Background: an optimization exercise with open tools, aiming at small area, a short achievable clock period and few clock cycles per item. Do not read the settings as production practice.
In this exercise RTL edits were held to simulation tests only and were not proved equivalent to the original.

[design/flow/config.mk]
export PLATFORM = sky130hd
export DESIGN_NAME = geofence
export DESIGN_NICKNAME = geofence
export VERILOG_FILES = /design/flow/design.v
export SDC_FILE = /design/flow/constraint.sdc
export NUM_CORES = 4
export LEC_CHECK = 0
export ABC_AREA = 1
export CAP_MARGIN = 20
export CORE_MARGIN = 2
export CORE_UTILIZATION = 40
export SLEW_MARGIN = 20
[design/flow/design.v]
module geofence (clk, reset, X, Y, R, valid, is_inside);
input clk;
input reset;
input [9:0] X;
input [9:0] Y;
input [10:0] R;
output reg valid;
output reg is_inside;
reg [5:0] n;                        
wire [5:0] n_n = (n == 6'd38) ? 6'd0 : n + 6'd1;
reg [2:0] g;                        
wire [2:0] g_n = (n == 6'd38 || g == 3'd5) ? 3'd0 : g + 3'd1;
reg inph;
reg [30:0] ring [0:5];              
reg [9:0] X0, Y0;
integer k;
always @(posedge clk) begin
    for (k = 0; k < 5; k = k + 1) ring[k] <= ring[k+1];
    ring[5] <= inph ? {X, Y, R} : ring[0];
    if (n == 6'd0) begin X0 <= X; Y0 <= Y; end
end
function [2:0] posof;               
    input [2:0] j;
    input [2:0] gg;
    reg [3:0] d;
    begin
        d = {1'b0, j} + 4'd6 - {1'b0, gg};
        posof = (d >= 4'd6) ? d[2:0] - 3'd6 : d[2:0];
    end
endfunction
reg [2:0] rk1, rk2, rk3, rk4, rk5;
wire [2:0] rf1, rf2, rf3, rf4, rf5;    
function [2:0] lsel;                
    input [2:0] r;
    begin
        lsel = (rf1 == r) ? 3'd1 : (rf2 == r) ? 3'd2 : (rf3 == r) ? 3'd3 :
               (rf4 == r) ? 3'd4 : 3'd5;
    end
endfunction
reg [2:0] posA, posB;
wire [30:0] pA = ring[posA];
wire [30:0] pB = ring[posB];
wire [9:0]  ax = pA[30:21], ay = pA[20:11];
wire [10:0] ar = pA[10:0];
wire [9:0]  bx = pB[30:21], by = pB[20:11];
wire [10:0] br = pB[10:0];
reg sload, smul, scmp, aph, sph, eph, uvl, aqsh, aacc, tsel, fin, radsum, radodd;
reg [2:0] asel;                     
function [5:0] pairof;
    input [5:0] nn;
    case (nn)
        6'd3:  pairof = {3'd1, 3'd2};
        6'd4:  pairof = {3'd1, 3'd3};
        6'd5:  pairof = {3'd2, 3'd3};
        6'd6:  pairof = {3'd1, 3'd4};
        6'd7:  pairof = {3'd2, 3'd4};
        6'd8:  pairof = {3'd3, 3'd4};
        6'd9:  pairof = {3'd1, 3'd5};
        6'd10: pairof = {3'd2, 3'd5};
        6'd11: pairof = {3'd3, 3'd5};
        default: pairof = {3'd4, 3'd5};
    endcase
endfunction
function [2:0] qsel;
    input [2:0] m;
    case (m)
        3'd1: qsel = lsel(3'd0);
        3'd2: qsel = lsel(3'd1);
        3'd3: qsel = lsel(3'd2);
        3'd4: qsel = lsel(3'd3);
        3'd5: qsel = lsel(3'd4);
        default: qsel = 3'd0;
    endcase
endfunction
wire [5:0] cn = n_n - 6'd15;        
reg  [2:0] kA_n;                    
reg  [2:0] jA_n, jB_n;
always @(*) begin
    kA_n = (cn <= 6'd5) ? cn[2:0] : cn[3:1] - 3'd3;
    if (n_n >= 6'd3 && n_n <= 6'd12) begin
        {jA_n, jB_n} = pairof(n_n);
    end else begin
        jA_n = qsel(kA_n);
        jB_n = qsel(kA_n + 3'd1);
    end
end
wire cph_n = (n_n >= 6'd15);
always @(posedge clk or posedge reset) begin
    if (reset) begin
        n <= 6'd0; g <= 3'd0; inph <= 1'b1; valid <= 1'b0;
    end else begin
        n <= n_n; g <= g_n;
        inph <= (n_n <= 6'd5);
        valid <= fin;
    end
end
always @(posedge clk) begin
    posA   <= posof(jA_n, g_n);
    posB   <= posof(jB_n, g_n);
    sload  <= (n_n >= 6'd3) && (n_n <= 6'd12);
    smul   <= (n_n >= 6'd4) && (n_n <= 6'd13);
    scmp   <= smul;
    aph    <= cph_n && (cn <= 6'd5);
    sph    <= cph_n && (cn >= 6'd6) && (cn <= 6'd16) && !cn[0];
    eph    <= cph_n && (cn >= 6'd7) && (cn <= 6'd17) && cn[0];
    uvl    <= cph_n && (cn >= 6'd11) && (cn <= 6'd21) && cn[0];
    aqsh   <= cph_n && (cn >= 6'd5) && (cn <= 6'd10);
    aacc   <= cph_n && (cn >= 6'd8) && (cn <= 6'd18) && !cn[0];
    tsel   <= cph_n && (cn >= 6'd12) && (cn <= 6'd22) && !cn[0];
    fin    <= cph_n && (cn == 6'd22);
    radsum <= (cn <= 6'd7);
    radodd <= cn[0];
    asel   <= (cn == 6'd6 || cn == 6'd16) ? 3'b001 : (cn == 6'd8 || cn == 6'd14) ? 3'b010 : 3'b100;
end
reg  [10:0] oa1, ob1, ob2;
reg  [11:0] oa2;
reg  [21:0] m1r;
reg  [21:0] A, T;
reg  [21:0] m2r;
wire [21:0] m1, m2;
mul_s11x11a u_m1 (.a(oa1), .b(ob1), .c(tsel ? T : 22'd0), .p(m1));    
mul_s12x11 u_m2 (.a(oa2), .b(ob2), .p(m2));
wire signed [21:0] sm1r = m1r, sm2r = m2r;
wire bef = sm1r > sm2r;             
always @(posedge clk) begin
    if (n <= 6'd3) begin
        rk1 <= 3'd0; rk2 <= 3'd0; rk3 <= 3'd0; rk4 <= 3'd0; rk5 <= 3'd0;
    end else begin
        rk1 <= rf1; rk2 <= rf2; rk3 <= rf3; rk4 <= rf4; rk5 <= rf5;
    end
end
wire [5:0] dij = pairof(n - 6'd2);  
wire [2:0] win = bef ? dij[2:0] : dij[5:3];     
assign rf1 = rk1 + {2'd0, scmp && win == 3'd1};
assign rf2 = rk2 + {2'd0, scmp && win == 3'd2};
assign rf3 = rk3 + {2'd0, scmp && win == 3'd3};
assign rf4 = rk4 + {2'd0, scmp && win == 3'd4};
assign rf5 = rk5 + {2'd0, scmp && win == 3'd5};
wire [19:0] rad = radsum ? (m1r[19:0] + m2r[19:0]) : (radodd ? m2r[19:0] : m1r[19:0]);
function [22:0] nrstep;    
    input [12:0] r;
    input [9:0]  q;
    input [1:0]  b;
    input [3:0]  j;
    reg [12:0] rn, m;
    begin
        if (!r[12]) rn = {r[10:0], b} - {1'b0, q, 2'b01};
        else        rn = {r[10:0], b} + {1'b0, q, 2'b11};
        m = 13'h1fff << (j + 1);
        rn = rn[j+1] ? (rn | m) : (rn & ~m);
        nrstep = {rn, q[8:0], !rn[12]};
    end
endfunction
reg [5:0]  q1r; reg [3:0] q1q; reg [11:0] q1rad;
reg [8:0]  q2r; reg [6:0] q2q; reg [5:0]  q2rad;
reg [9:0]  qout;
reg [22:0] s1, s2, s3;
always @(*) begin
    s1 = 23'd0;
    s1 = nrstep(s1[22:10], s1[9:0], rad[19:18], 4'd1);
    s1 = nrstep(s1[22:10], s1[9:0], rad[17:16], 4'd2);
    s1 = nrstep(s1[22:10], s1[9:0], rad[15:14], 4'd3);
    s1 = nrstep(s1[22:10], s1[9:0], rad[13:12], 4'd4);
    s2 = {{7{q1r[5]}}, q1r, 6'd0, q1q};
    s2 = nrstep(s2[22:10], s2[9:0], q1rad[11:10], 4'd5);
    s2 = nrstep(s2[22:10], s2[9:0], q1rad[9:8], 4'd6);
    s2 = nrstep(s2[22:10], s2[9:0], q1rad[7:6], 4'd7);
    s3 = {{4{q2r[8]}}, q2r, 3'd0, q2q};
    s3 = nrstep(s3[22:10], s3[9:0], q2rad[5:4], 4'd8);
    s3 = nrstep(s3[22:10], s3[9:0], q2rad[3:2], 4'd9);
    s3 = nrstep(s3[22:10], s3[9:0], q2rad[1:0], 4'd10);
end
always @(posedge clk) begin
    q1r <= s1[15:10]; q1q <= s1[3:0]; q1rad <= rad[11:0];
    q2r <= s2[18:10]; q2q <= s2[6:0]; q2rad <= q1rad[5:0];
    qout <= s3[9:0];
end
reg [9:0]  aq0, aq1, aq2;           
reg [10:0] e2r, e3r;
wire [9:0]  acur = asel[0] ? aq0 : asel[1] ? aq1 : aq2;
wire [12:0] ssum = {3'd0, acur} + {2'd0, ar} + {2'd0, br};
wire [9:0]  Sn = ssum[10:1];
wire [12:0] d1 = {2'd0, ar} + {2'd0, br} - {3'd0, acur};
wire [12:0] d2 = {3'd0, acur} + {2'd0, br} - {2'd0, ar};
wire [12:0] d3 = {3'd0, acur} + {2'd0, ar} + {2'd0, br[10], 10'd0} - {3'd0, br[9:0]};
wire [10:0] e1n = {d1[11] ^ ssum[11], d1[10:1]};
wire [10:0] e2n = {d2[11] ^ ssum[11], d2[10:1]};
wire [10:0] e3n = {d3[11] ^ ssum[11], d3[10:1]};
wire [10:0] dx = {1'b0, ax} - {1'b0, bx};
wire [10:0] dy = {1'b0, ay} - {1'b0, by};
always @(posedge clk) begin
    if (sload) begin
        oa1 <= {1'b0, ax} - {1'b0, X0};
        ob1 <= {1'b0, by} - {1'b0, Y0};
        oa2 <= {1'b0, ay} - {1'b0, Y0};
        ob2 <= {1'b0, bx} - {1'b0, X0};
    end
    if (aph) begin
        oa1 <= dx; ob1 <= dx; oa2 <= {dy[10], dy}; ob2 <= dy;
    end
    if (sph) begin
        oa1 <= {1'b0, Sn}; ob1 <= e1n;
        oa2 <= {2'b00, ax} + {2'b00, bx}; ob2 <= {1'b0, by} - {1'b0, ay};
        e2r <= e2n;
        e3r <= e3n;
    end
    if (eph) begin
        oa2 <= {e2r[10], e2r}; ob2 <= e3r;
    end
    if (uvl) begin
        oa1 <= {1'b0, qout}; ob1 <= {1'b0, s3[9:0]};
    end
    m1r <= m1[21:0];
    m2r <= m2[21:0];
    if (aqsh) begin aq0 <= qout; aq1 <= aq0; aq2 <= aq1; end
    if (n <= 6'd14) begin A <= 22'd0; T <= 22'd0; end
    else begin
        if (aacc) A <= A + m2r;
        if (tsel) T <= m1;
    end
    if (fin) is_inside <= ({1'b0, A[21:1]} >= m1);
end
endmodule
module mul_s11x11a (a, b, c, p);
input [10:0] a;
input [10:0] b;
input [21:0] c;
output [21:0] p;
wire w1, w2, w3, w4, w5, w6, w7, w8, w9, w10, w11, w12, w13, w14, w15, w16;
wire w17, w18, w19, w20, w21, w22, w23, w24, w25, w26, w27, w28, w29, w30, w31, w32;
wire w33, w34, w35, w36, w37, w38, w39, w40, w41, w42, w43, w44, w45, w46, w47, w48;
wire w49, w50, w51, w52, w53, w54, w55, w56, w57, w58, w59, w60, w61, w62, w63, w64;
wire w65, w66, w67, w68, w69, w70, w71, w72, w73, w74, w75, w76, w77, w78, w79, w80;
wire w81, w82, w83, w84, w85, w86, w87, w88, w89, w90, w91, w92, w93, w94, w95, w96;
wire w97, w98, w99, w100, w101, w102, w103, w104, w105, w106, w107, w108, w109, w110, w111, w112;
wire w113, w114, w115, w116, w117, w118, w119, w120, w121, w122, w123, w124, w125, w126, w127, w128;
wire w129, w130, w131, w132, w133, w134, w135, w136, w137, w138, w139, w140, w141, w142, w143, w144;
wire w145, w146, w147, w148, w149, w150, w151, w152, w153, w154, w155, w156, w157, w158, w159, w160;
wire w161, w162, w163, w164, w165, w166, w167, w168, w169, w170, w171, w172, w173, w174, w175, w176;
wire w177, w178, w179, w180, w181, w182, w183, w184, w185, w186, w187, w188, w189, w190, w191, w192;
wire w193, w194, w195, w196, w197, w198, w199, w200, w201, w202, w203, w204, w205, w206, w207, w208;
wire w209, w210, w211, w212, w213, w214, w215, w216, w217, w218, w219, w220, w221, w222;
assign w1 = (a[0] & b[8]) ^ (a[1] & b[7]);
assign w2 = (a[0] & b[8]) & (a[1] & b[7]);
assign w3 = (a[0] & b[9]) ^ (a[1] & b[8]) ^ (a[2] & b[7]);
assign w4 = ((a[0] & b[9]) & (a[1] & b[8])) | ((a[0] & b[9]) & (a[2] & b[7])) | ((a[1] & b[8]) & (a[2] & b[7]));
assign w5 = (a[3] & b[6]) ^ (a[4] & b[5]);
assign w6 = (a[3] & b[6]) & (a[4] & b[5]);
assign w7 = ~(a[0] & b[10]) ^ (a[1] & b[9]) ^ (a[2] & b[8]);
assign w8 = (~(a[0] & b[10]) & (a[1] & b[9])) | (~(a[0] & b[10]) & (a[2] & b[8])) | ((a[1] & b[9]) & (a[2] & b[8]));
assign w9 = (a[3] & b[7]) ^ (a[4] & b[6]) ^ (a[5] & b[5]);
assign w10 = ((a[3] & b[7]) & (a[4] & b[6])) | ((a[3] & b[7]) & (a[5] & b[5])) | ((a[4] & b[6]) & (a[5] & b[5]));
assign w11 = (a[6] & b[4]) ^ (a[7] & b[3]);
assign w12 = (a[6] & b[4]) & (a[7] & b[3]);
assign w13 = ~(a[1] & b[10]) ^ (a[2] & b[9]) ^ (a[3] & b[8]);
assign w14 = (~(a[1] & b[10]) & (a[2] & b[9])) | (~(a[1] & b[10]) & (a[3] & b[8])) | ((a[2] & b[9]) & (a[3] & b[8]));
assign w15 = (a[4] & b[7]) ^ (a[5] & b[6]) ^ (a[6] & b[5]);
assign w16 = ((a[4] & b[7]) & (a[5] & b[6])) | ((a[4] & b[7]) & (a[6] & b[5])) | ((a[5] & b[6]) & (a[6] & b[5]));
assign w17 = (a[7] & b[4]) ^ (a[8] & b[3]) ^ (a[9] & b[2]);
assign w18 = ((a[7] & b[4]) & (a[8] & b[3])) | ((a[7] & b[4]) & (a[9] & b[2])) | ((a[8] & b[3]) & (a[9] & b[2]));
assign w19 = ~(a[2] & b[10]) ^ (a[3] & b[9]) ^ (a[4] & b[8]);
assign w20 = (~(a[2] & b[10]) & (a[3] & b[9])) | (~(a[2] & b[10]) & (a[4] & b[8])) | ((a[3] & b[9]) & (a[4] & b[8]));
assign w21 = (a[5] & b[7]) ^ (a[6] & b[6]) ^ (a[7] & b[5]);
assign w22 = ((a[5] & b[7]) & (a[6] & b[6])) | ((a[5] & b[7]) & (a[7] & b[5])) | ((a[6] & b[6]) & (a[7] & b[5]));
assign w23 = ~(a[3] & b[10]) ^ (a[4] & b[9]) ^ (a[5] & b[8]);
assign w24 = (~(a[3] & b[10]) & (a[4] & b[9])) | (~(a[3] & b[10]) & (a[5] & b[8])) | ((a[4] & b[9]) & (a[5] & b[8]));
assign w25 = (a[0] & b[5]) ^ (a[1] & b[4]);
assign w26 = (a[0] & b[5]) & (a[1] & b[4]);
assign w27 = (a[0] & b[6]) ^ (a[1] & b[5]) ^ (a[2] & b[4]);
assign w28 = ((a[0] & b[6]) & (a[1] & b[5])) | ((a[0] & b[6]) & (a[2] & b[4])) | ((a[1] & b[5]) & (a[2] & b[4]));
assign w29 = (a[3] & b[3]) ^ (a[4] & b[2]);
assign w30 = (a[3] & b[3]) & (a[4] & b[2]);
assign w31 = (a[0] & b[7]) ^ (a[1] & b[6]) ^ (a[2] & b[5]);
assign w32 = ((a[0] & b[7]) & (a[1] & b[6])) | ((a[0] & b[7]) & (a[2] & b[5])) | ((a[1] & b[6]) & (a[2] & b[5]));
assign w33 = (a[3] & b[4]) ^ (a[4] & b[3]) ^ (a[5] & b[2]);
assign w34 = ((a[3] & b[4]) & (a[4] & b[3])) | ((a[3] & b[4]) & (a[5] & b[2])) | ((a[4] & b[3]) & (a[5] & b[2]));
assign w35 = (a[6] & b[1]) ^ (a[7] & b[0]);
assign w36 = (a[6] & b[1]) & (a[7] & b[0]);
assign w37 = (a[2] & b[6]) ^ (a[3] & b[5]) ^ (a[4] & b[4]);
assign w38 = ((a[2] & b[6]) & (a[3] & b[5])) | ((a[2] & b[6]) & (a[4] & b[4])) | ((a[3] & b[5]) & (a[4] & b[4]));
assign w39 = (a[5] & b[3]) ^ (a[6] & b[2]) ^ (a[7] & b[1]);
assign w40 = ((a[5] & b[3]) & (a[6] & b[2])) | ((a[5] & b[3]) & (a[7] & b[1])) | ((a[6] & b[2]) & (a[7] & b[1]));
assign w41 = (a[8] & b[0]) ^ c[8] ^ w1;
assign w42 = ((a[8] & b[0]) & c[8]) | ((a[8] & b[0]) & w1) | (c[8] & w1);
assign w43 = (a[5] & b[4]) ^ (a[6] & b[3]) ^ (a[7] & b[2]);
assign w44 = ((a[5] & b[4]) & (a[6] & b[3])) | ((a[5] & b[4]) & (a[7] & b[2])) | ((a[6] & b[3]) & (a[7] & b[2]));
assign w45 = (a[8] & b[1]) ^ (a[9] & b[0]) ^ c[9];
assign w46 = ((a[8] & b[1]) & (a[9] & b[0])) | ((a[8] & b[1]) & c[9]) | ((a[9] & b[0]) & c[9]);
assign w47 = w2 ^ w3 ^ w5;
assign w48 = (w2 & w3) | (w2 & w5) | (w3 & w5);
assign w49 = (a[8] & b[2]) ^ (a[9] & b[1]) ^ ~(a[10] & b[0]);
assign w50 = ((a[8] & b[2]) & (a[9] & b[1])) | ((a[8] & b[2]) & ~(a[10] & b[0])) | ((a[9] & b[1]) & ~(a[10] & b[0]));
assign w51 = c[10] ^ w4 ^ w6;
assign w52 = (c[10] & w4) | (c[10] & w6) | (w4 & w6);
assign w53 = w7 ^ w9 ^ w11;
assign w54 = (w7 & w9) | (w7 & w11) | (w9 & w11);
assign w55 = ~(a[10] & b[1]) ^ 1'b1 ^ c[11];
assign w56 = (~(a[10] & b[1]) & 1'b1) | (~(a[10] & b[1]) & c[11]) | (1'b1 & c[11]);
assign w57 = w8 ^ w10 ^ w12;
assign w58 = (w8 & w10) | (w8 & w12) | (w10 & w12);
assign w59 = w13 ^ w15 ^ w17;
assign w60 = (w13 & w15) | (w13 & w17) | (w15 & w17);
assign w61 = (a[8] & b[4]) ^ (a[9] & b[3]) ^ ~(a[10] & b[2]);
assign w62 = ((a[8] & b[4]) & (a[9] & b[3])) | ((a[8] & b[4]) & ~(a[10] & b[2])) | ((a[9] & b[3]) & ~(a[10] & b[2]));
assign w63 = c[12] ^ w14 ^ w16;
assign w64 = (c[12] & w14) | (c[12] & w16) | (w14 & w16);
assign w65 = w18 ^ w19 ^ w21;
assign w66 = (w18 & w19) | (w18 & w21) | (w19 & w21);
assign w67 = (a[6] & b[7]) ^ (a[7] & b[6]) ^ (a[8] & b[5]);
assign w68 = ((a[6] & b[7]) & (a[7] & b[6])) | ((a[6] & b[7]) & (a[8] & b[5])) | ((a[7] & b[6]) & (a[8] & b[5]));
assign w69 = (a[9] & b[4]) ^ ~(a[10] & b[3]) ^ c[13];
assign w70 = ((a[9] & b[4]) & ~(a[10] & b[3])) | ((a[9] & b[4]) & c[13]) | (~(a[10] & b[3]) & c[13]);
assign w71 = w20 ^ w22 ^ w23;
assign w72 = (w20 & w22) | (w20 & w23) | (w22 & w23);
assign w73 = ~(a[4] & b[10]) ^ (a[5] & b[9]) ^ (a[6] & b[8]);
assign w74 = (~(a[4] & b[10]) & (a[5] & b[9])) | (~(a[4] & b[10]) & (a[6] & b[8])) | ((a[5] & b[9]) & (a[6] & b[8]));
assign w75 = (a[7] & b[7]) ^ (a[8] & b[6]) ^ (a[9] & b[5]);
assign w76 = ((a[7] & b[7]) & (a[8] & b[6])) | ((a[7] & b[7]) & (a[9] & b[5])) | ((a[8] & b[6]) & (a[9] & b[5]));
assign w77 = ~(a[10] & b[4]) ^ c[14] ^ w24;
assign w78 = (~(a[10] & b[4]) & c[14]) | (~(a[10] & b[4]) & w24) | (c[14] & w24);
assign w79 = ~(a[5] & b[10]) ^ (a[6] & b[9]) ^ (a[7] & b[8]);
assign w80 = (~(a[5] & b[10]) & (a[6] & b[9])) | (~(a[5] & b[10]) & (a[7] & b[8])) | ((a[6] & b[9]) & (a[7] & b[8]));
assign w81 = (a[8] & b[7]) ^ (a[9] & b[6]) ^ ~(a[10] & b[5]);
assign w82 = ((a[8] & b[7]) & (a[9] & b[6])) | ((a[8] & b[7]) & ~(a[10] & b[5])) | ((a[9] & b[6]) & ~(a[10] & b[5]));
assign w83 = ~(a[6] & b[10]) ^ (a[7] & b[9]) ^ (a[8] & b[8]);
assign w84 = (~(a[6] & b[10]) & (a[7] & b[9])) | (~(a[6] & b[10]) & (a[8] & b[8])) | ((a[7] & b[9]) & (a[8] & b[8]));
assign w85 = (a[0] & b[3]) ^ (a[1] & b[2]);
assign w86 = (a[0] & b[3]) & (a[1] & b[2]);
assign w87 = (a[0] & b[4]) ^ (a[1] & b[3]) ^ (a[2] & b[2]);
assign w88 = ((a[0] & b[4]) & (a[1] & b[3])) | ((a[0] & b[4]) & (a[2] & b[2])) | ((a[1] & b[3]) & (a[2] & b[2]));
assign w89 = (a[3] & b[1]) ^ (a[4] & b[0]);
assign w90 = (a[3] & b[1]) & (a[4] & b[0]);
assign w91 = (a[2] & b[3]) ^ (a[3] & b[2]) ^ (a[4] & b[1]);
assign w92 = ((a[2] & b[3]) & (a[3] & b[2])) | ((a[2] & b[3]) & (a[4] & b[1])) | ((a[3] & b[2]) & (a[4] & b[1]));
assign w93 = (a[5] & b[0]) ^ c[5] ^ w25;
assign w94 = ((a[5] & b[0]) & c[5]) | ((a[5] & b[0]) & w25) | (c[5] & w25);
assign w95 = (a[5] & b[1]) ^ (a[6] & b[0]) ^ c[6];
assign w96 = ((a[5] & b[1]) & (a[6] & b[0])) | ((a[5] & b[1]) & c[6]) | ((a[6] & b[0]) & c[6]);
assign w97 = w26 ^ w27 ^ w29;
assign w98 = (w26 & w27) | (w26 & w29) | (w27 & w29);
assign w99 = c[7] ^ w28 ^ w30;
assign w100 = (c[7] & w28) | (c[7] & w30) | (w28 & w30);
assign w101 = w31 ^ w33 ^ w35;
assign w102 = (w31 & w33) | (w31 & w35) | (w33 & w35);
assign w103 = w32 ^ w34 ^ w36;
assign w104 = (w32 & w34) | (w32 & w36) | (w34 & w36);
assign w105 = w37 ^ w39 ^ w41;
assign w106 = (w37 & w39) | (w37 & w41) | (w39 & w41);
assign w107 = w38 ^ w40 ^ w42;
assign w108 = (w38 & w40) | (w38 & w42) | (w40 & w42);
assign w109 = w43 ^ w45 ^ w47;
assign w110 = (w43 & w45) | (w43 & w47) | (w45 & w47);
assign w111 = w44 ^ w46 ^ w48;
assign w112 = (w44 & w46) | (w44 & w48) | (w46 & w48);
assign w113 = w49 ^ w51 ^ w53;
assign w114 = (w49 & w51) | (w49 & w53) | (w51 & w53);
assign w115 = w50 ^ w52 ^ w54;
assign w116 = (w50 & w52) | (w50 & w54) | (w52 & w54);
assign w117 = w55 ^ w57 ^ w59;
assign w118 = (w55 & w57) | (w55 & w59) | (w57 & w59);
assign w119 = w56 ^ w58 ^ w60;
assign w120 = (w56 & w58) | (w56 & w60) | (w58 & w60);
assign w121 = w61 ^ w63 ^ w65;
assign w122 = (w61 & w63) | (w61 & w65) | (w63 & w65);
assign w123 = w62 ^ w64 ^ w66;
assign w124 = (w62 & w64) | (w62 & w66) | (w64 & w66);
assign w125 = w67 ^ w69 ^ w71;
assign w126 = (w67 & w69) | (w67 & w71) | (w69 & w71);
assign w127 = w68 ^ w70 ^ w72;
assign w128 = (w68 & w70) | (w68 & w72) | (w70 & w72);
assign w129 = w73 ^ w75 ^ w77;
assign w130 = (w73 & w75) | (w73 & w77) | (w75 & w77);
assign w131 = c[15] ^ w74 ^ w76;
assign w132 = (c[15] & w74) | (c[15] & w76) | (w74 & w76);
assign w133 = w78 ^ w79 ^ w81;
assign w134 = (w78 & w79) | (w78 & w81) | (w79 & w81);
assign w135 = (a[9] & b[7]) ^ ~(a[10] & b[6]) ^ c[16];
assign w136 = ((a[9] & b[7]) & ~(a[10] & b[6])) | ((a[9] & b[7]) & c[16]) | (~(a[10] & b[6]) & c[16]);
assign w137 = w80 ^ w82 ^ w83;
assign w138 = (w80 & w82) | (w80 & w83) | (w82 & w83);
assign w139 = ~(a[7] & b[10]) ^ (a[8] & b[9]) ^ (a[9] & b[8]);
assign w140 = (~(a[7] & b[10]) & (a[8] & b[9])) | (~(a[7] & b[10]) & (a[9] & b[8])) | ((a[8] & b[9]) & (a[9] & b[8]));
assign w141 = ~(a[10] & b[7]) ^ c[17] ^ w84;
assign w142 = (~(a[10] & b[7]) & c[17]) | (~(a[10] & b[7]) & w84) | (c[17] & w84);
assign w143 = ~(a[8] & b[10]) ^ (a[9] & b[9]) ^ ~(a[10] & b[8]);
assign w144 = (~(a[8] & b[10]) & (a[9] & b[9])) | (~(a[8] & b[10]) & ~(a[10] & b[8])) | ((a[9] & b[9]) & ~(a[10] & b[8]));
assign w145 = (a[0] & b[2]) ^ (a[1] & b[1]);
assign w146 = (a[0] & b[2]) & (a[1] & b[1]);
assign w147 = (a[2] & b[1]) ^ (a[3] & b[0]) ^ c[3];
assign w148 = ((a[2] & b[1]) & (a[3] & b[0])) | ((a[2] & b[1]) & c[3]) | ((a[3] & b[0]) & c[3]);
assign w149 = c[4] ^ w86 ^ w87;
assign w150 = (c[4] & w86) | (c[4] & w87) | (w86 & w87);
assign w151 = w88 ^ w90 ^ w91;
assign w152 = (w88 & w90) | (w88 & w91) | (w90 & w91);
assign w153 = w92 ^ w94 ^ w95;
assign w154 = (w92 & w94) | (w92 & w95) | (w94 & w95);
assign w155 = w96 ^ w98 ^ w99;
assign w156 = (w96 & w98) | (w96 & w99) | (w98 & w99);
assign w157 = w100 ^ w102 ^ w103;
assign w158 = (w100 & w102) | (w100 & w103) | (w102 & w103);
assign w159 = w104 ^ w106 ^ w107;
assign w160 = (w104 & w106) | (w104 & w107) | (w106 & w107);
assign w161 = w108 ^ w110 ^ w111;
assign w162 = (w108 & w110) | (w108 & w111) | (w110 & w111);
assign w163 = w112 ^ w114 ^ w115;
assign w164 = (w112 & w114) | (w112 & w115) | (w114 & w115);
assign w165 = w116 ^ w118 ^ w119;
assign w166 = (w116 & w118) | (w116 & w119) | (w118 & w119);
assign w167 = w120 ^ w122 ^ w123;
assign w168 = (w120 & w122) | (w120 & w123) | (w122 & w123);
assign w169 = w124 ^ w126 ^ w127;
assign w170 = (w124 & w126) | (w124 & w127) | (w126 & w127);
assign w171 = w128 ^ w130 ^ w131;
assign w172 = (w128 & w130) | (w128 & w131) | (w130 & w131);
assign w173 = w132 ^ w134 ^ w135;
assign w174 = (w132 & w134) | (w132 & w135) | (w134 & w135);
assign w175 = w136 ^ w138 ^ w139;
assign w176 = (w136 & w138) | (w136 & w139) | (w138 & w139);
assign w177 = c[18] ^ w140 ^ w142;
assign w178 = (c[18] & w140) | (c[18] & w142) | (w140 & w142);
assign w179 = ~(a[9] & b[10]) ^ ~(a[10] & b[9]) ^ c[19];
assign w180 = (~(a[9] & b[10]) & ~(a[10] & b[9])) | (~(a[9] & b[10]) & c[19]) | (~(a[10] & b[9]) & c[19]);
assign w181 = (a[0] & b[1]) ^ (a[1] & b[0]);
assign w182 = (a[0] & b[1]) & (a[1] & b[0]);
assign w183 = (a[2] & b[0]) ^ c[2] ^ w145;
assign w184 = ((a[2] & b[0]) & c[2]) | ((a[2] & b[0]) & w145) | (c[2] & w145);
assign w185 = w85 ^ w146 ^ w147;
assign w186 = (w85 & w146) | (w85 & w147) | (w146 & w147);
assign w187 = w89 ^ w148 ^ w149;
assign w188 = (w89 & w148) | (w89 & w149) | (w148 & w149);
assign w189 = w93 ^ w150 ^ w151;
assign w190 = (w93 & w150) | (w93 & w151) | (w150 & w151);
assign w191 = w97 ^ w152 ^ w153;
assign w192 = (w97 & w152) | (w97 & w153) | (w152 & w153);
assign w193 = w101 ^ w154 ^ w155;
assign w194 = (w101 & w154) | (w101 & w155) | (w154 & w155);
assign w195 = w105 ^ w156 ^ w157;
assign w196 = (w105 & w156) | (w105 & w157) | (w156 & w157);
assign w197 = w109 ^ w158 ^ w159;
assign w198 = (w109 & w158) | (w109 & w159) | (w158 & w159);
assign w199 = w113 ^ w160 ^ w161;
assign w200 = (w113 & w160) | (w113 & w161) | (w160 & w161);
assign w201 = w117 ^ w162 ^ w163;
assign w202 = (w117 & w162) | (w117 & w163) | (w162 & w163);
assign w203 = w121 ^ w164 ^ w165;
assign w204 = (w121 & w164) | (w121 & w165) | (w164 & w165);
assign w205 = w125 ^ w166 ^ w167;
assign w206 = (w125 & w166) | (w125 & w167) | (w166 & w167);
assign w207 = w129 ^ w168 ^ w169;
assign w208 = (w129 & w168) | (w129 & w169) | (w168 & w169);
assign w209 = w133 ^ w170 ^ w171;
assign w210 = (w133 & w170) | (w133 & w171) | (w170 & w171);
assign w211 = w137 ^ w172 ^ w173;
assign w212 = (w137 & w172) | (w137 & w173) | (w172 & w173);
assign w213 = w141 ^ w174 ^ w175;
assign w214 = (w141 & w174) | (w141 & w175) | (w174 & w175);
assign w215 = w143 ^ w176 ^ w177;
assign w216 = (w143 & w176) | (w143 & w177) | (w176 & w177);
assign w217 = w144 ^ w178 ^ w179;
assign w218 = (w144 & w178) | (w144 & w179) | (w178 & w179);
assign w219 = (a[10] & b[10]) ^ c[20] ^ w180;
assign w220 = ((a[10] & b[10]) & c[20]) | ((a[10] & b[10]) & w180) | (c[20] & w180);
assign w221 = 1'b1 ^ c[21];
assign w222 = 1'b1 & c[21];
wire [21:0] r0 = {w220, w218, w216, w214, w212, w210, w208, w206, w204, w202, w200, w198, w196, w194, w192, w190, w188, w186, w184, w182, c[1], (a[0] & b[0])};
wire [21:0] r1 = {w221, w219, w217, w215, w213, w211, w209, w207, w205, w203, w201, w199, w197, w195, w193, w191, w189, w187, w185, w183, w181, c[0]};
assign p = r0 + r1;
endmodule
module mul_s12x11 (a, b, p);
input [11:0] a;
input [10:0] b;
output [21:0] p;
wire w1, w2, w3, w4, w5, w6, w7, w8, w9, w10, w11, w12, w13, w14, w15, w16;
wire w17, w18, w19, w20, w21, w22, w23, w24, w25, w26, w27, w28, w29, w30, w31, w32;
wire w33, w34, w35, w36, w37, w38, w39, w40, w41, w42, w43, w44, w45, w46, w47, w48;
wire w49, w50, w51, w52, w53, w54, w55, w56, w57, w58, w59, w60, w61, w62, w63, w64;
wire w65, w66, w67, w68, w69, w70, w71, w72, w73, w74, w75, w76, w77, w78, w79, w80;
wire w81, w82, w83, w84, w85, w86, w87, w88, w89, w90, w91, w92, w93, w94, w95, w96;
wire w97, w98, w99, w100, w101, w102, w103, w104, w105, w106, w107, w108, w109, w110, w111, w112;
wire w113, w114, w115, w116, w117, w118, w119, w120, w121, w122, w123, w124, w125, w126, w127, w128;
wire w129, w130, w131, w132, w133, w134, w135, w136, w137, w138, w139, w140, w141, w142, w143, w144;
wire w145, w146, w147, w148, w149, w150, w151, w152, w153, w154, w155, w156, w157, w158, w159, w160;
wire w161, w162, w163, w164, w165, w166, w167, w168, w169, w170, w171, w172, w173, w174, w175, w176;
wire w177, w178, w179, w180, w181, w182, w183, w184, w185, w186, w187, w188, w189, w190, w191, w192;
wire w193, w194, w195, w196, w197, w198, w199, w200;
assign w1 = (a[0] & b[9]) ^ (a[1] & b[8]);
assign w2 = (a[0] & b[9]) & (a[1] & b[8]);
assign w3 = ~(a[0] & b[10]) ^ (a[1] & b[9]) ^ (a[2] & b[8]);
assign w4 = (~(a[0] & b[10]) & (a[1] & b[9])) | (~(a[0] & b[10]) & (a[2] & b[8])) | ((a[1] & b[9]) & (a[2] & b[8]));
assign w5 = (a[3] & b[7]) ^ (a[4] & b[6]) ^ (a[5] & b[5]);
assign w6 = ((a[3] & b[7]) & (a[4] & b[6])) | ((a[3] & b[7]) & (a[5] & b[5])) | ((a[4] & b[6]) & (a[5] & b[5]));
assign w7 = ~(a[1] & b[10]) ^ (a[2] & b[9]) ^ (a[3] & b[8]);
assign w8 = (~(a[1] & b[10]) & (a[2] & b[9])) | (~(a[1] & b[10]) & (a[3] & b[8])) | ((a[2] & b[9]) & (a[3] & b[8]));
assign w9 = (a[4] & b[7]) ^ (a[5] & b[6]) ^ (a[6] & b[5]);
assign w10 = ((a[4] & b[7]) & (a[5] & b[6])) | ((a[4] & b[7]) & (a[6] & b[5])) | ((a[5] & b[6]) & (a[6] & b[5]));
assign w11 = (a[7] & b[4]) ^ (a[8] & b[3]);
assign w12 = (a[7] & b[4]) & (a[8] & b[3]);
assign w13 = ~(a[2] & b[10]) ^ (a[3] & b[9]) ^ (a[4] & b[8]);
assign w14 = (~(a[2] & b[10]) & (a[3] & b[9])) | (~(a[2] & b[10]) & (a[4] & b[8])) | ((a[3] & b[9]) & (a[4] & b[8]));
assign w15 = (a[5] & b[7]) ^ (a[6] & b[6]) ^ (a[7] & b[5]);
assign w16 = ((a[5] & b[7]) & (a[6] & b[6])) | ((a[5] & b[7]) & (a[7] & b[5])) | ((a[6] & b[6]) & (a[7] & b[5]));
assign w17 = ~(a[3] & b[10]) ^ (a[4] & b[9]) ^ (a[5] & b[8]);
assign w18 = (~(a[3] & b[10]) & (a[4] & b[9])) | (~(a[3] & b[10]) & (a[5] & b[8])) | ((a[4] & b[9]) & (a[5] & b[8]));
assign w19 = (a[0] & b[6]) ^ (a[1] & b[5]);
assign w20 = (a[0] & b[6]) & (a[1] & b[5]);
assign w21 = (a[0] & b[7]) ^ (a[1] & b[6]) ^ (a[2] & b[5]);
assign w22 = ((a[0] & b[7]) & (a[1] & b[6])) | ((a[0] & b[7]) & (a[2] & b[5])) | ((a[1] & b[6]) & (a[2] & b[5]));
assign w23 = (a[3] & b[4]) ^ (a[4] & b[3]);
assign w24 = (a[3] & b[4]) & (a[4] & b[3]);
assign w25 = (a[0] & b[8]) ^ (a[1] & b[7]) ^ (a[2] & b[6]);
assign w26 = ((a[0] & b[8]) & (a[1] & b[7])) | ((a[0] & b[8]) & (a[2] & b[6])) | ((a[1] & b[7]) & (a[2] & b[6]));
assign w27 = (a[3] & b[5]) ^ (a[4] & b[4]) ^ (a[5] & b[3]);
assign w28 = ((a[3] & b[5]) & (a[4] & b[4])) | ((a[3] & b[5]) & (a[5] & b[3])) | ((a[4] & b[4]) & (a[5] & b[3]));
assign w29 = (a[6] & b[2]) ^ (a[7] & b[1]);
assign w30 = (a[6] & b[2]) & (a[7] & b[1]);
assign w31 = (a[2] & b[7]) ^ (a[3] & b[6]) ^ (a[4] & b[5]);
assign w32 = ((a[2] & b[7]) & (a[3] & b[6])) | ((a[2] & b[7]) & (a[4] & b[5])) | ((a[3] & b[6]) & (a[4] & b[5]));
assign w33 = (a[5] & b[4]) ^ (a[6] & b[3]) ^ (a[7] & b[2]);
assign w34 = ((a[5] & b[4]) & (a[6] & b[3])) | ((a[5] & b[4]) & (a[7] & b[2])) | ((a[6] & b[3]) & (a[7] & b[2]));
assign w35 = (a[8] & b[1]) ^ (a[9] & b[0]) ^ w1;
assign w36 = ((a[8] & b[1]) & (a[9] & b[0])) | ((a[8] & b[1]) & w1) | ((a[9] & b[0]) & w1);
assign w37 = (a[6] & b[4]) ^ (a[7] & b[3]) ^ (a[8] & b[2]);
assign w38 = ((a[6] & b[4]) & (a[7] & b[3])) | ((a[6] & b[4]) & (a[8] & b[2])) | ((a[7] & b[3]) & (a[8] & b[2]));
assign w39 = (a[9] & b[1]) ^ (a[10] & b[0]) ^ 1'b1;
assign w40 = ((a[9] & b[1]) & (a[10] & b[0])) | ((a[9] & b[1]) & 1'b1) | ((a[10] & b[0]) & 1'b1);
assign w41 = w2 ^ w3 ^ w5;
assign w42 = (w2 & w3) | (w2 & w5) | (w3 & w5);
assign w43 = (a[9] & b[2]) ^ (a[10] & b[1]) ^ ~(a[11] & b[0]);
assign w44 = ((a[9] & b[2]) & (a[10] & b[1])) | ((a[9] & b[2]) & ~(a[11] & b[0])) | ((a[10] & b[1]) & ~(a[11] & b[0]));
assign w45 = 1'b1 ^ w4 ^ w6;
assign w46 = (1'b1 & w4) | (1'b1 & w6) | (w4 & w6);
assign w47 = w7 ^ w9 ^ w11;
assign w48 = (w7 & w9) | (w7 & w11) | (w9 & w11);
assign w49 = (a[8] & b[4]) ^ (a[9] & b[3]) ^ (a[10] & b[2]);
assign w50 = ((a[8] & b[4]) & (a[9] & b[3])) | ((a[8] & b[4]) & (a[10] & b[2])) | ((a[9] & b[3]) & (a[10] & b[2]));
assign w51 = ~(a[11] & b[1]) ^ w8 ^ w10;
assign w52 = (~(a[11] & b[1]) & w8) | (~(a[11] & b[1]) & w10) | (w8 & w10);
assign w53 = w12 ^ w13 ^ w15;
assign w54 = (w12 & w13) | (w12 & w15) | (w13 & w15);
assign w55 = (a[6] & b[7]) ^ (a[7] & b[6]) ^ (a[8] & b[5]);
assign w56 = ((a[6] & b[7]) & (a[7] & b[6])) | ((a[6] & b[7]) & (a[8] & b[5])) | ((a[7] & b[6]) & (a[8] & b[5]));
assign w57 = (a[9] & b[4]) ^ (a[10] & b[3]) ^ ~(a[11] & b[2]);
assign w58 = ((a[9] & b[4]) & (a[10] & b[3])) | ((a[9] & b[4]) & ~(a[11] & b[2])) | ((a[10] & b[3]) & ~(a[11] & b[2]));
assign w59 = w14 ^ w16 ^ w17;
assign w60 = (w14 & w16) | (w14 & w17) | (w16 & w17);
assign w61 = ~(a[4] & b[10]) ^ (a[5] & b[9]) ^ (a[6] & b[8]);
assign w62 = (~(a[4] & b[10]) & (a[5] & b[9])) | (~(a[4] & b[10]) & (a[6] & b[8])) | ((a[5] & b[9]) & (a[6] & b[8]));
assign w63 = (a[7] & b[7]) ^ (a[8] & b[6]) ^ (a[9] & b[5]);
assign w64 = ((a[7] & b[7]) & (a[8] & b[6])) | ((a[7] & b[7]) & (a[9] & b[5])) | ((a[8] & b[6]) & (a[9] & b[5]));
assign w65 = (a[10] & b[4]) ^ ~(a[11] & b[3]) ^ w18;
assign w66 = ((a[10] & b[4]) & ~(a[11] & b[3])) | ((a[10] & b[4]) & w18) | (~(a[11] & b[3]) & w18);
assign w67 = ~(a[5] & b[10]) ^ (a[6] & b[9]) ^ (a[7] & b[8]);
assign w68 = (~(a[5] & b[10]) & (a[6] & b[9])) | (~(a[5] & b[10]) & (a[7] & b[8])) | ((a[6] & b[9]) & (a[7] & b[8]));
assign w69 = (a[8] & b[7]) ^ (a[9] & b[6]) ^ (a[10] & b[5]);
assign w70 = ((a[8] & b[7]) & (a[9] & b[6])) | ((a[8] & b[7]) & (a[10] & b[5])) | ((a[9] & b[6]) & (a[10] & b[5]));
assign w71 = ~(a[6] & b[10]) ^ (a[7] & b[9]) ^ (a[8] & b[8]);
assign w72 = (~(a[6] & b[10]) & (a[7] & b[9])) | (~(a[6] & b[10]) & (a[8] & b[8])) | ((a[7] & b[9]) & (a[8] & b[8]));
assign w73 = (a[0] & b[4]) ^ (a[1] & b[3]);
assign w74 = (a[0] & b[4]) & (a[1] & b[3]);
assign w75 = (a[0] & b[5]) ^ (a[1] & b[4]) ^ (a[2] & b[3]);
assign w76 = ((a[0] & b[5]) & (a[1] & b[4])) | ((a[0] & b[5]) & (a[2] & b[3])) | ((a[1] & b[4]) & (a[2] & b[3]));
assign w77 = (a[3] & b[2]) ^ (a[4] & b[1]);
assign w78 = (a[3] & b[2]) & (a[4] & b[1]);
assign w79 = (a[2] & b[4]) ^ (a[3] & b[3]) ^ (a[4] & b[2]);
assign w80 = ((a[2] & b[4]) & (a[3] & b[3])) | ((a[2] & b[4]) & (a[4] & b[2])) | ((a[3] & b[3]) & (a[4] & b[2]));
assign w81 = (a[5] & b[1]) ^ (a[6] & b[0]) ^ w19;
assign w82 = ((a[5] & b[1]) & (a[6] & b[0])) | ((a[5] & b[1]) & w19) | ((a[6] & b[0]) & w19);
assign w83 = (a[5] & b[2]) ^ (a[6] & b[1]) ^ (a[7] & b[0]);
assign w84 = ((a[5] & b[2]) & (a[6] & b[1])) | ((a[5] & b[2]) & (a[7] & b[0])) | ((a[6] & b[1]) & (a[7] & b[0]));
assign w85 = w20 ^ w21 ^ w23;
assign w86 = (w20 & w21) | (w20 & w23) | (w21 & w23);
assign w87 = (a[8] & b[0]) ^ w22 ^ w24;
assign w88 = ((a[8] & b[0]) & w22) | ((a[8] & b[0]) & w24) | (w22 & w24);
assign w89 = w25 ^ w27 ^ w29;
assign w90 = (w25 & w27) | (w25 & w29) | (w27 & w29);
assign w91 = w26 ^ w28 ^ w30;
assign w92 = (w26 & w28) | (w26 & w30) | (w28 & w30);
assign w93 = w31 ^ w33 ^ w35;
assign w94 = (w31 & w33) | (w31 & w35) | (w33 & w35);
assign w95 = w32 ^ w34 ^ w36;
assign w96 = (w32 & w34) | (w32 & w36) | (w34 & w36);
assign w97 = w37 ^ w39 ^ w41;
assign w98 = (w37 & w39) | (w37 & w41) | (w39 & w41);
assign w99 = w38 ^ w40 ^ w42;
assign w100 = (w38 & w40) | (w38 & w42) | (w40 & w42);
assign w101 = w43 ^ w45 ^ w47;
assign w102 = (w43 & w45) | (w43 & w47) | (w45 & w47);
assign w103 = w44 ^ w46 ^ w48;
assign w104 = (w44 & w46) | (w44 & w48) | (w46 & w48);
assign w105 = w49 ^ w51 ^ w53;
assign w106 = (w49 & w51) | (w49 & w53) | (w51 & w53);
assign w107 = w50 ^ w52 ^ w54;
assign w108 = (w50 & w52) | (w50 & w54) | (w52 & w54);
assign w109 = w55 ^ w57 ^ w59;
assign w110 = (w55 & w57) | (w55 & w59) | (w57 & w59);
assign w111 = w56 ^ w58 ^ w60;
assign w112 = (w56 & w58) | (w56 & w60) | (w58 & w60);
assign w113 = w61 ^ w63 ^ w65;
assign w114 = (w61 & w63) | (w61 & w65) | (w63 & w65);
assign w115 = ~(a[11] & b[4]) ^ w62 ^ w64;
assign w116 = (~(a[11] & b[4]) & w62) | (~(a[11] & b[4]) & w64) | (w62 & w64);
assign w117 = w66 ^ w67 ^ w69;
assign w118 = (w66 & w67) | (w66 & w69) | (w67 & w69);
assign w119 = (a[9] & b[7]) ^ (a[10] & b[6]) ^ ~(a[11] & b[5]);
assign w120 = ((a[9] & b[7]) & (a[10] & b[6])) | ((a[9] & b[7]) & ~(a[11] & b[5])) | ((a[10] & b[6]) & ~(a[11] & b[5]));
assign w121 = w68 ^ w70 ^ w71;
assign w122 = (w68 & w70) | (w68 & w71) | (w70 & w71);
assign w123 = ~(a[7] & b[10]) ^ (a[8] & b[9]) ^ (a[9] & b[8]);
assign w124 = (~(a[7] & b[10]) & (a[8] & b[9])) | (~(a[7] & b[10]) & (a[9] & b[8])) | ((a[8] & b[9]) & (a[9] & b[8]));
assign w125 = (a[10] & b[7]) ^ ~(a[11] & b[6]) ^ w72;
assign w126 = ((a[10] & b[7]) & ~(a[11] & b[6])) | ((a[10] & b[7]) & w72) | (~(a[11] & b[6]) & w72);
assign w127 = ~(a[8] & b[10]) ^ (a[9] & b[9]) ^ (a[10] & b[8]);
assign w128 = (~(a[8] & b[10]) & (a[9] & b[9])) | (~(a[8] & b[10]) & (a[10] & b[8])) | ((a[9] & b[9]) & (a[10] & b[8]));
assign w129 = (a[0] & b[3]) ^ (a[1] & b[2]);
assign w130 = (a[0] & b[3]) & (a[1] & b[2]);
assign w131 = (a[2] & b[2]) ^ (a[3] & b[1]) ^ (a[4] & b[0]);
assign w132 = ((a[2] & b[2]) & (a[3] & b[1])) | ((a[2] & b[2]) & (a[4] & b[0])) | ((a[3] & b[1]) & (a[4] & b[0]));
assign w133 = (a[5] & b[0]) ^ w74 ^ w75;
assign w134 = ((a[5] & b[0]) & w74) | ((a[5] & b[0]) & w75) | (w74 & w75);
assign w135 = w76 ^ w78 ^ w79;
assign w136 = (w76 & w78) | (w76 & w79) | (w78 & w79);
assign w137 = w80 ^ w82 ^ w83;
assign w138 = (w80 & w82) | (w80 & w83) | (w82 & w83);
assign w139 = w84 ^ w86 ^ w87;
assign w140 = (w84 & w86) | (w84 & w87) | (w86 & w87);
assign w141 = w88 ^ w90 ^ w91;
assign w142 = (w88 & w90) | (w88 & w91) | (w90 & w91);
assign w143 = w92 ^ w94 ^ w95;
assign w144 = (w92 & w94) | (w92 & w95) | (w94 & w95);
assign w145 = w96 ^ w98 ^ w99;
assign w146 = (w96 & w98) | (w96 & w99) | (w98 & w99);
assign w147 = w100 ^ w102 ^ w103;
assign w148 = (w100 & w102) | (w100 & w103) | (w102 & w103);
assign w149 = w104 ^ w106 ^ w107;
assign w150 = (w104 & w106) | (w104 & w107) | (w106 & w107);
assign w151 = w108 ^ w110 ^ w111;
assign w152 = (w108 & w110) | (w108 & w111) | (w110 & w111);
assign w153 = w112 ^ w114 ^ w115;
assign w154 = (w112 & w114) | (w112 & w115) | (w114 & w115);
assign w155 = w116 ^ w118 ^ w119;
assign w156 = (w116 & w118) | (w116 & w119) | (w118 & w119);
assign w157 = w120 ^ w122 ^ w123;
assign w158 = (w120 & w122) | (w120 & w123) | (w122 & w123);
assign w159 = ~(a[11] & b[7]) ^ w124 ^ w126;
assign w160 = (~(a[11] & b[7]) & w124) | (~(a[11] & b[7]) & w126) | (w124 & w126);
assign w161 = ~(a[9] & b[10]) ^ (a[10] & b[9]) ^ ~(a[11] & b[8]);
assign w162 = (~(a[9] & b[10]) & (a[10] & b[9])) | (~(a[9] & b[10]) & ~(a[11] & b[8])) | ((a[10] & b[9]) & ~(a[11] & b[8]));
assign w163 = (a[0] & b[2]) ^ (a[1] & b[1]);
assign w164 = (a[0] & b[2]) & (a[1] & b[1]);
assign w165 = (a[2] & b[1]) ^ (a[3] & b[0]) ^ w129;
assign w166 = ((a[2] & b[1]) & (a[3] & b[0])) | ((a[2] & b[1]) & w129) | ((a[3] & b[0]) & w129);
assign w167 = w73 ^ w130 ^ w131;
assign w168 = (w73 & w130) | (w73 & w131) | (w130 & w131);
assign w169 = w77 ^ w132 ^ w133;
assign w170 = (w77 & w132) | (w77 & w133) | (w132 & w133);
assign w171 = w81 ^ w134 ^ w135;
assign w172 = (w81 & w134) | (w81 & w135) | (w134 & w135);
assign w173 = w85 ^ w136 ^ w137;
assign w174 = (w85 & w136) | (w85 & w137) | (w136 & w137);
assign w175 = w89 ^ w138 ^ w139;
assign w176 = (w89 & w138) | (w89 & w139) | (w138 & w139);
assign w177 = w93 ^ w140 ^ w141;
assign w178 = (w93 & w140) | (w93 & w141) | (w140 & w141);
assign w179 = w97 ^ w142 ^ w143;
assign w180 = (w97 & w142) | (w97 & w143) | (w142 & w143);
assign w181 = w101 ^ w144 ^ w145;
assign w182 = (w101 & w144) | (w101 & w145) | (w144 & w145);
assign w183 = w105 ^ w146 ^ w147;
assign w184 = (w105 & w146) | (w105 & w147) | (w146 & w147);
assign w185 = w109 ^ w148 ^ w149;
assign w186 = (w109 & w148) | (w109 & w149) | (w148 & w149);
assign w187 = w113 ^ w150 ^ w151;
assign w188 = (w113 & w150) | (w113 & w151) | (w150 & w151);
assign w189 = w117 ^ w152 ^ w153;
assign w190 = (w117 & w152) | (w117 & w153) | (w152 & w153);
assign w191 = w121 ^ w154 ^ w155;
assign w192 = (w121 & w154) | (w121 & w155) | (w154 & w155);
assign w193 = w125 ^ w156 ^ w157;
assign w194 = (w125 & w156) | (w125 & w157) | (w156 & w157);
assign w195 = w127 ^ w158 ^ w159;
assign w196 = (w127 & w158) | (w127 & w159) | (w158 & w159);
assign w197 = w128 ^ w160 ^ w161;
assign w198 = (w128 & w160) | (w128 & w161) | (w160 & w161);
assign w199 = ~(a[10] & b[10]) ^ ~(a[11] & b[9]) ^ w162;
assign w200 = (~(a[10] & b[10]) & ~(a[11] & b[9])) | (~(a[10] & b[10]) & w162) | (~(a[11] & b[9]) & w162);
wire [21:0] r0 = {(a[11] & b[10]), w198, w196, w194, w192, w190, w188, w186, w184, w182, w180, w178, w176, w174, w172, w170, w168, w166, w164, (a[2] & b[0]), (a[0] & b[1]), (a[0] & b[0])};
wire [21:0] r1 = {w200, w199, w197, w195, w193, w191, w189, w187, w185, w183, w181, w179, w177, w175, w173, w171, w169, w167, w165, w163, (a[1] & b[0]), 1'b0};
assign p = r0 + r1;
endmodule
[design/flow/constraint.sdc]
create_clock -name core_clock -period 25.0 [get_ports {clk}]
set_input_delay 5.0000 -clock core_clock [delete_from_list [all_inputs] [get_ports {clk}]]
set_output_delay 5.0000 -clock core_clock [all_outputs]
set_load 0.01 [all_outputs]
[design/flow/run.sh]
#!/bin/bash
# synth_recipe.tcl (not shown) runs the flow's synth.tcl, then flattens the netlist and writes it again
# the make line also repeats each setting of config.mk as NAME=value (left out here)
make -C /OpenROAD-flow-scripts/flow DESIGN_CONFIG=/design/flow/config.mk WORK_HOME=/design/flow/orfs CLKGATE_MAP_FILE= SYNTH_SCRIPT=/design/flow/synth_recipe.tcl finish
==> impl_results.md, run 1 <==
- CTS root buf: clkbuf_16
- Slew Limit Fails: 0
- Maxcap violations: 0
- Synth cell types: 65
- Final Instance Area: 41,900 um2
- Clock Latency Late Sink: 0.69 ns
- H-tree lvl count: 2
- RSZ-0062 raised after global routing: false
- Mapped Cells: 4,932
- Post-synth EDFFs: 116
- Die area: 98,900 um2
- Critical Path Sink: is_inside
- Mapped Area: 38,600 um2
- Share of the synthesized area in the top cell type: 18.8%
- Die Y: 314 um
- Placed Area: 40,100 um2
- CP startpoint: is_inside
- Share of layout cells above drive strength 1: 4.11%
- Synth Register Bits: 490
- Post-Syn Nets: 5,570
- Grt ovf: 0
- Final GP Congestion: 0.914
- Final std cells w/o fill: 6,209
- Hold buffers post-CTS: 0
- Leading area contributor after synthesis: dfxtp_1
- Clk slew on worst S/H paths: 0.07 ns
- Setup Skew: 0.0918 ns
- Worst R2R End: ob1[10]
- Util after Layout: 44.0%
- Clk sink count: 490
- Worst Path Required: 20.00 ns
- Vias in the first global route: 30,700
- Measured slew at the worst slew-check pin: 1.09 ns
- Routed wl met3: 5970 um
- TritonCTS clock tree: built
- Most common cell in the netlist: inv_1
- Ranking of synthesized cells by area: dfxtp_1, ha_1, fa_1, inv_1, edfxtp_1
- Worst setup EP type: primary output
- IO Port Bufs: 34
- Largest net degree at the start of global routing: 63
- Startpoint Class: flip-flop
- # rows: 113
- Nets: 5,542
- Total wire length: 109,000 um
- CTS max path bufs: 3
- Placed insts: 6,112
- GR Util All Layers: 22.0%
- TritonCTS Buffers: 55
- Core box area: 95,300 um2
- Met1 wire length: 51,400 um
- Initial Utilization: 40.5%
- Initial antenna violation count: 0
- Area Growth Syn to Fin: 8.74%
- Main synth FF type: dfxtp_1
- Met2 wire len: 49,200 um
- WL/cell: 17.6 um
- Setup bufs post-CTS: 0
- WHS Path Cells: 0
- Synth top cells by count: inv_1, nand2_1, ha_1, dfxtp_1, a21oi_1
- DR vias: 31,800
- First drt pass iteration count: 6
- Delay-heaviest family, CP: buffers and inverters
- Async SR Flop Fraction: 2.24%
- Final hold vios: 0
- Vias per cell: 5.12
- Final setup violation count: 0
- PostCTS Resize Cnt: 0
- Hpwl dp: 85,200 um
- Critical path cell sequence: clkdlybuf4s50_1
- Final Critical Period: 6.51 ns
- Iter 0 DRT Violations: 2,736
- Critical Path Fanout Max: 1
- Yosys warnings: 2
- Worst hold path type: flip-flop to flip-flop
- Fmax: 154 MHz
- Critical path arrival: 1.51 ns
- Slew headroom: 27.2%
- Seq/Total Area, Yosys: 28.6%
- Crit path buffers/inverters: 1
- R2r setup slk: 18.50 ns
- IO Count: 35
- Total Neg Setup Slack: 0 ns
- Fin crit share: 26.0%
- Diode count: 0
- Antenna-violating nets left: 0
- Worst path slowest cell: clkdlybuf4s50_1
- DRC viols: 0
- Slowest Stage Delay on Critical Path: 0.53 ns
- Max layer used: met4
- Worst r2r path cells: 35
- Critical path class: flip-flop to primary output
- Mapped Avg Cell Area: 7.82 um2
- DIE WIDTH: 314 um
- Outcome: no timing/DRC/antenna violations
- Levels on crit path: 1
- Reg2reg start: posA[1]
- First-pass GRT wire length: 171,000 um
- Fillers: 9,702
## placed cells by master, fill, tap and decap left out, drive strengths merged, types with 3 or more instances in the layout
| master | instances |
|---|---|
| o22ai | 39 |
| o21ai | 308 |
| and2 | 4 |
| o22a | 3 |
| o21bai | 25 |
| nand2 | 934 |
| inv | 1022 |
| a21boi | 6 |
| nand3 | 153 |
| xnor2 | 69 |
| buf | 19 |
| edfxtp | 116 |
| nor3 | 38 |
| o2111ai | 4 |
| clkdlybuf4s50 | 34 |
| a21o | 12 |
| a22oi | 15 |
| a211oi | 10 |
| mux2 | 18 |
| a221oi | 62 |
| dfrtp | 10 |
| fa | 225 |
| o211ai | 50 |
| o21a | 11 |
| dfxtp | 363 |
| clkbuf | 75 |
| o221ai | 3 |
| xor2 | 130 |
| a31oi | 72 |
| o31ai | 17 |
| nand3b | 10 |
| nor2 | 296 |
| nand4 | 21 |
| a21oi | 320 |
| nor4 | 11 |
| clkinv | 23 |
| or2 | 23 |
| ha | 380 |
## registers in the layout, indices dropped and copies added, names as in the netlist, 7 cells and up
signal  count
aq2        10
m2r        22
q1rad      12
m1r        22
X0         10
Y0         10
T          22
q2q         7
oa2        12
A          22
oa1        11
aq0        10
ob1        11
ring      186
qout       10
ob2        11
e2r        11
e3r        11
q2r         9
aq1        10
## stage by stage
stage | worst slack (ns) | hold WS [ns]
2_1_floorplan | 19.49 | 0.310
3_3_place_gp | 18.83 | 0.314
3_5_place_dp | 18.61 | 0.315
4_1_cts | 18.42 | 0.330
5_1_grt | 17.89 | 0.345
6_report | 18.49 | 0.324
## worst min-delay path by stage
stage | startpoint | end
2_1_floorplan | q1rad[0] | q2rad[0]
4_1_cts | q1rad[5] | q2rad[5]
3_3_place_gp | q1rad[4] | q2rad[4]
3_5_place_dp | q1rad[5] | q2rad[5]
6_report | ring[4][10] | ring[3][10]
5_1_grt | q1rad[5] | q2rad[5]
## cells by family (layout without fill, tap and decap cells)
family / after synthesis / after routing / share of synthesized area, %
simple gates: 1492 / 1492 / 16.2
mux: 18 / 18 / 0.526
xor+xnor: 199 / 199 / 4.64
flops: 490 / 490 / 28.6
fa+ha+maj: 605 / 605 / 24.0
compound gates: 965 / 965 / 14.6
buf+inv: 1163 / 1175 / 11.3
## routing by layer
layer  up-vias  global-route usage (%)
met4         0                    5.65
met5         -                       0
li1      15800                       -
met2       913                    36.0
met3       141                    2.38
met1     14900                    31.0
## layout make-up
| class | instances | area [um2] | area share (%) |
|---|---|---|---|
| Multi-Input combinational cell | 3279 | 23200 | 55.3 |
| Sequential cell | 490 | 11000 | 26.3 |
| Inverter | 1025 | 3850 | 9.18 |
| Tap cell | 1265 | 1580 | 3.78 |
| Clock buffer | 75 | 1550 | 3.70 |
| Timing Repair Buffer | 53 | 483 | 1.15 |
| Clock inverter | 22 | 244 | 0.582 |
Testbench counts, summed over its fixed seeds: cycles 62,400, items 1,600.
==> run 2, diff against run 1 <==
==> design/flow/flow/run.sh (new file) <==
#!/bin/bash
# Standard ORFS layout; the only change is the cell used to buffer the ports
# (a plain buf_2 instead of the delay buffer buffer_ports picks by default).
set -euo pipefail
export BUFFER_PORTS_ARGS="-buffer_cell sky130_fd_sc_hd__buf_2"
bash standard.sh > standard.log 2>&1
==> design/flow/standard.sh (new file) <==
#!/bin/bash
# synth_recipe.tcl (not shown) runs the flow's synth.tcl, then flattens the netlist and writes it again
# the make line also repeats each setting of config.mk as NAME=value (left out here)
make -C /OpenROAD-flow-scripts/flow DESIGN_CONFIG=/design/flow/config.mk WORK_HOME=/design/flow/orfs CLKGATE_MAP_FILE= SYNTH_SCRIPT=/design/flow/synth_recipe.tcl "${@:-finish}"
removed: design/flow/run.sh
==> impl_results.md, run 2 <==
- Synth Register Bits: 490 (unchanged)
- Setup Skew: 0.0480 ns (was 0.0918 ns)
- Slowest Stage Delay on Critical Path: 0.67 ns (was 0.53 ns)
- Iter 0 DRT Violations: 2,705 (was 2,736)
- Vias in the first global route: 30,700 (about the same)
- Clock Latency Late Sink: 0.69 ns (about the same)
- Seq/Total Area, Yosys: 28.6% (unchanged)
- Die Y: 314 um (unchanged)
- IO Count: 35 (unchanged)
- Antenna-violating nets left: 0 (unchanged)
- Hold buffers post-CTS: 0 (unchanged)
- Most common cell after layout, fill and taps aside: inv_1 (unchanged)
- Critical path arrival: 7.77 ns (was 1.51 ns)
- Hpwl dp: 85,600 um (was 85,200 um)
- Mapped Cells: 4,932 (unchanged)
- Yosys warnings: 2 (unchanged)
- Max FFs per register: 186 (unchanged)
- Initial Utilization: 40.5% (unchanged)
- Fin crit share: 28.8% (was 26.0%)
- DRC viols: 0 (unchanged)
- Final Critical Period: 7.19 ns (was 6.51 ns)
- Final GP Congestion: 0.936 (was 0.914)
- Startpoint Class: flip-flop (unchanged)
- CTS max path bufs: 3 (unchanged)
- Outcome: no timing/DRC/antenna violations (unchanged)
- Vias per cell: 5.14 (was 5.12)
- Final hold vios: 0 (unchanged)
- Biggest register: ring (unchanged)
- Post-synth EDFFs: 116 (unchanged)
- Crit path buffers/inverters: 8 (was 1)
- WL/cell: 17.7 um (was 17.6 um)
- Initial antenna violation count: 0 (unchanged)
- Total Neg Setup Slack: 0 ns (unchanged)
- Core box area: 95,300 um2 (unchanged)
- Setup bufs post-CTS: 0 (unchanged)
- IO Port Bufs: 34 (unchanged)
- Clk slew on worst S/H paths: 0.07 ns (about the same)
- Main synth FF type: dfxtp_1 (unchanged)
- Area Growth Syn to Fin: 8.59% (was 8.74%)
- Die area: 98,900 um2 (unchanged)
- Most common cell on crit path: nand2_1
- Clk sink count: 490 (unchanged)
- Util after Layout: 43.9% (was 44.0%)
- CP startpoint: posA[1] (was is_inside)
- PostCTS Resize Cnt: 0 (unchanged)
- Hold worst-path end: q2rad[0] (was ring[3][10])
- Diode count: 0 (unchanged)
- Mapped Area: 38,600 um2 (unchanged)
- Setup ws final: 17.81 ns (was 18.49 ns)
- Total wire length: 110,000 um (was 109,000 um)
- Worst path slowest cell: inv_1 (was clkdlybuf4s50_1)
- Worst hold path type: flip-flop to flip-flop (unchanged)
- DIE WIDTH: 314 um (unchanged)
- Synth cell types: 65 (unchanged)
- First drt pass iteration count: 5 (was 6)
- Final setup violation count: 0 (unchanged)
- Largest net degree at the start of global routing: 63 (unchanged)
- Nets: 5,541 (was 5,542)
- Hold Crit Start: q1rad[0] (was ring[4][10])
- TritonCTS clock tree: built (unchanged)
- Leading area contributor after synthesis: dfxtp_1 (unchanged)
- First-pass GRT wire length: 171,000 um (about the same)
- Worst R2R End: ob1[10] (unchanged)
- Post-Syn Nets: 5,570 (unchanged)
- Reg2reg start: posA[1] (unchanged)
- Maxcap violations: 0 (unchanged)
- Mapped Avg Cell Area: 7.82 um2 (unchanged)
- Commonest non-fill, non-tap cells in the layout: inv_1, nand2_1, ha_1, dfxtp_1, a21oi_1 (unchanged)
- Ranking of synthesized cells by area: dfxtp_1, ha_1, fa_1, inv_1, edfxtp_1 (unchanged)
- Share of the synthesized area in the top cell type: 18.8% (unchanged)
- DR vias: 31,900 (was 31,800)
- Critical Path Fanout Max: 57 (was 1)
- Most common cell in the netlist: inv_1 (unchanged)
- GR Util All Layers: 22.0% (about the same)
- Slew headroom: 30.9% (was 27.2%)
- Fillers: 9,624 (was 9,702)
- Synth top cells by count: inv_1, nand2_1, ha_1, dfxtp_1, a21oi_1 (unchanged)
- Measured slew at the worst slew-check pin: 1.03 ns (was 1.09 ns)
- Critical path class: flip-flop to flip-flop (was flip-flop to primary output)
- Worst setup EP type: flip-flop (was primary output)
- Worst r2r path cells: 35 (unchanged)
- Worst Path Required: 25.58 ns (was 20.00 ns)
- H-tree lvl count: 2 (unchanged)
- Slew Limit Fails: 0 (unchanged)
- RSZ-0062 raised after global routing: false (unchanged)
- Fmax: 139 MHz (was 154 MHz)
- Share of layout cells above drive strength 1: 4.97% (was 4.11%)
- Pre-CTS WS: 18.06 ns (was 18.61 ns)
- Delay-heaviest family, CP: simple AND/OR/NAND/NOR gates (was buffers and inverters)
- R2r setup slk: 17.81 ns (was 18.50 ns)
- Grt ovf: 0 (unchanged)
- CTS root buf: clkbuf_16 (unchanged)
- Async SR Flop Fraction: 2.24% (unchanged)
- WHS Path Cells: 0 (unchanged)
- # rows: 113 (unchanged)
- TritonCTS Buffers: 55 (unchanged)
## run 2: changes by cell type in the layout (fill, tap and decap cells not counted), moves of 2 or more
| cell | before | now |
|---|---|---|
| clkdlybuf4s50_1 | 34 | 0 |
| bufinv_16 | 1 | 4 |
| buf_2 | 0 | 34 |
| clkbuf_4 | 2 | 0 |
| clkinv_1 | 9 | 11 |
| clkbuf_8 | 7 | 5 |
| clkinvlp_4 | 1 | 5 |
| clkbuf_16 | 56 | 58 |
| clkinv_2 | 8 | 15 |
| inv_4 | 3 | 1 |
| clkbuf_1 | 10 | 3 |
## run 2: metal layers
metal | track usage, % | share of wire, %
met5 | 0 | 0
met4 | 6.74 | 2.9
met3 | 2.94 | 5.7
met2 | 35.4 | 45
met1 | 30.7 | 47
## run 2: cell type report
cell class,count,area [um2],share of cell area [%]
multi-input cells,3279,23200,55.4
flip-flops and latches,490,11000,26.3
inverters,1025,3850,9.20
well taps,1265,1580,3.78
clock buffers,66,1530,3.66
clock inverters,37,390,0.932
repair buffers,52,305,0.729
## run 2: through the flow
| stage | std cells | hold WS, ns | instance area, um2 |
|---|---|---|---|
| 5_1_grt | 6214 | 0.343 | 41900 |
| 4_1_cts | 6214 | 0.330 | 41900 |
| 3_3_place_gp | 6111 | 0.311 | 39900 |
| 3_5_place_dp | 6111 | 0.313 | 39900 |
| 2_1_floorplan | 4932 | 0.310 | 38600 |
| 6_report | 6214 | 0.330 | 41900 |
## run 2: cells by family after synthesis
group,share of synthesized area [%]
compound gates,14.6
xor+xnor,4.64
fa+ha+maj,24.0
buf+inv,11.3
flops,28.6
mux,0.526
simple gates,16.2
## run 2: how the worst max path moves through the flow
stage / slack, ns / endpoint / depth (start not counted)
after global routing: 17.31 / ob1[10] / 35
after floorplan: 19.49 / is_inside / 32
after global placement: 18.21 / ob1[10] / 35
final: 17.81 / ob1[10] / 35
after CTS: 17.99 / ob1[10] / 35
after detailed placement: 18.06 / ob1[10] / 35

==> static timing again, ports no longer ideal <==
No port has a modelled driver above. Below, the same layouts with a new extraction and two added sets of constraints.
Step 1, drivers: a clkbuf_16 drives clk and a buf_2 each remaining input, both assumed.
Step 2 also shifts input and output timing later by t, the mid clock arrival at the registers, as if the neighbouring blocks saw the same clock.
Three values: ideal, step 1, step 2; two values: the first two.
run	t (ns)	slack for setup (ns)	slew at the worst register clock pin (ns)	cell pins on the clock port's net
run 1	0.721	18.488 / 18.410 / 18.497	0.07 / 0.07	1
run 2	0.734	17.810 / 17.810 / 17.810	0.08 / 0.08	1
After both steps setup and hold are still met in every run listed.
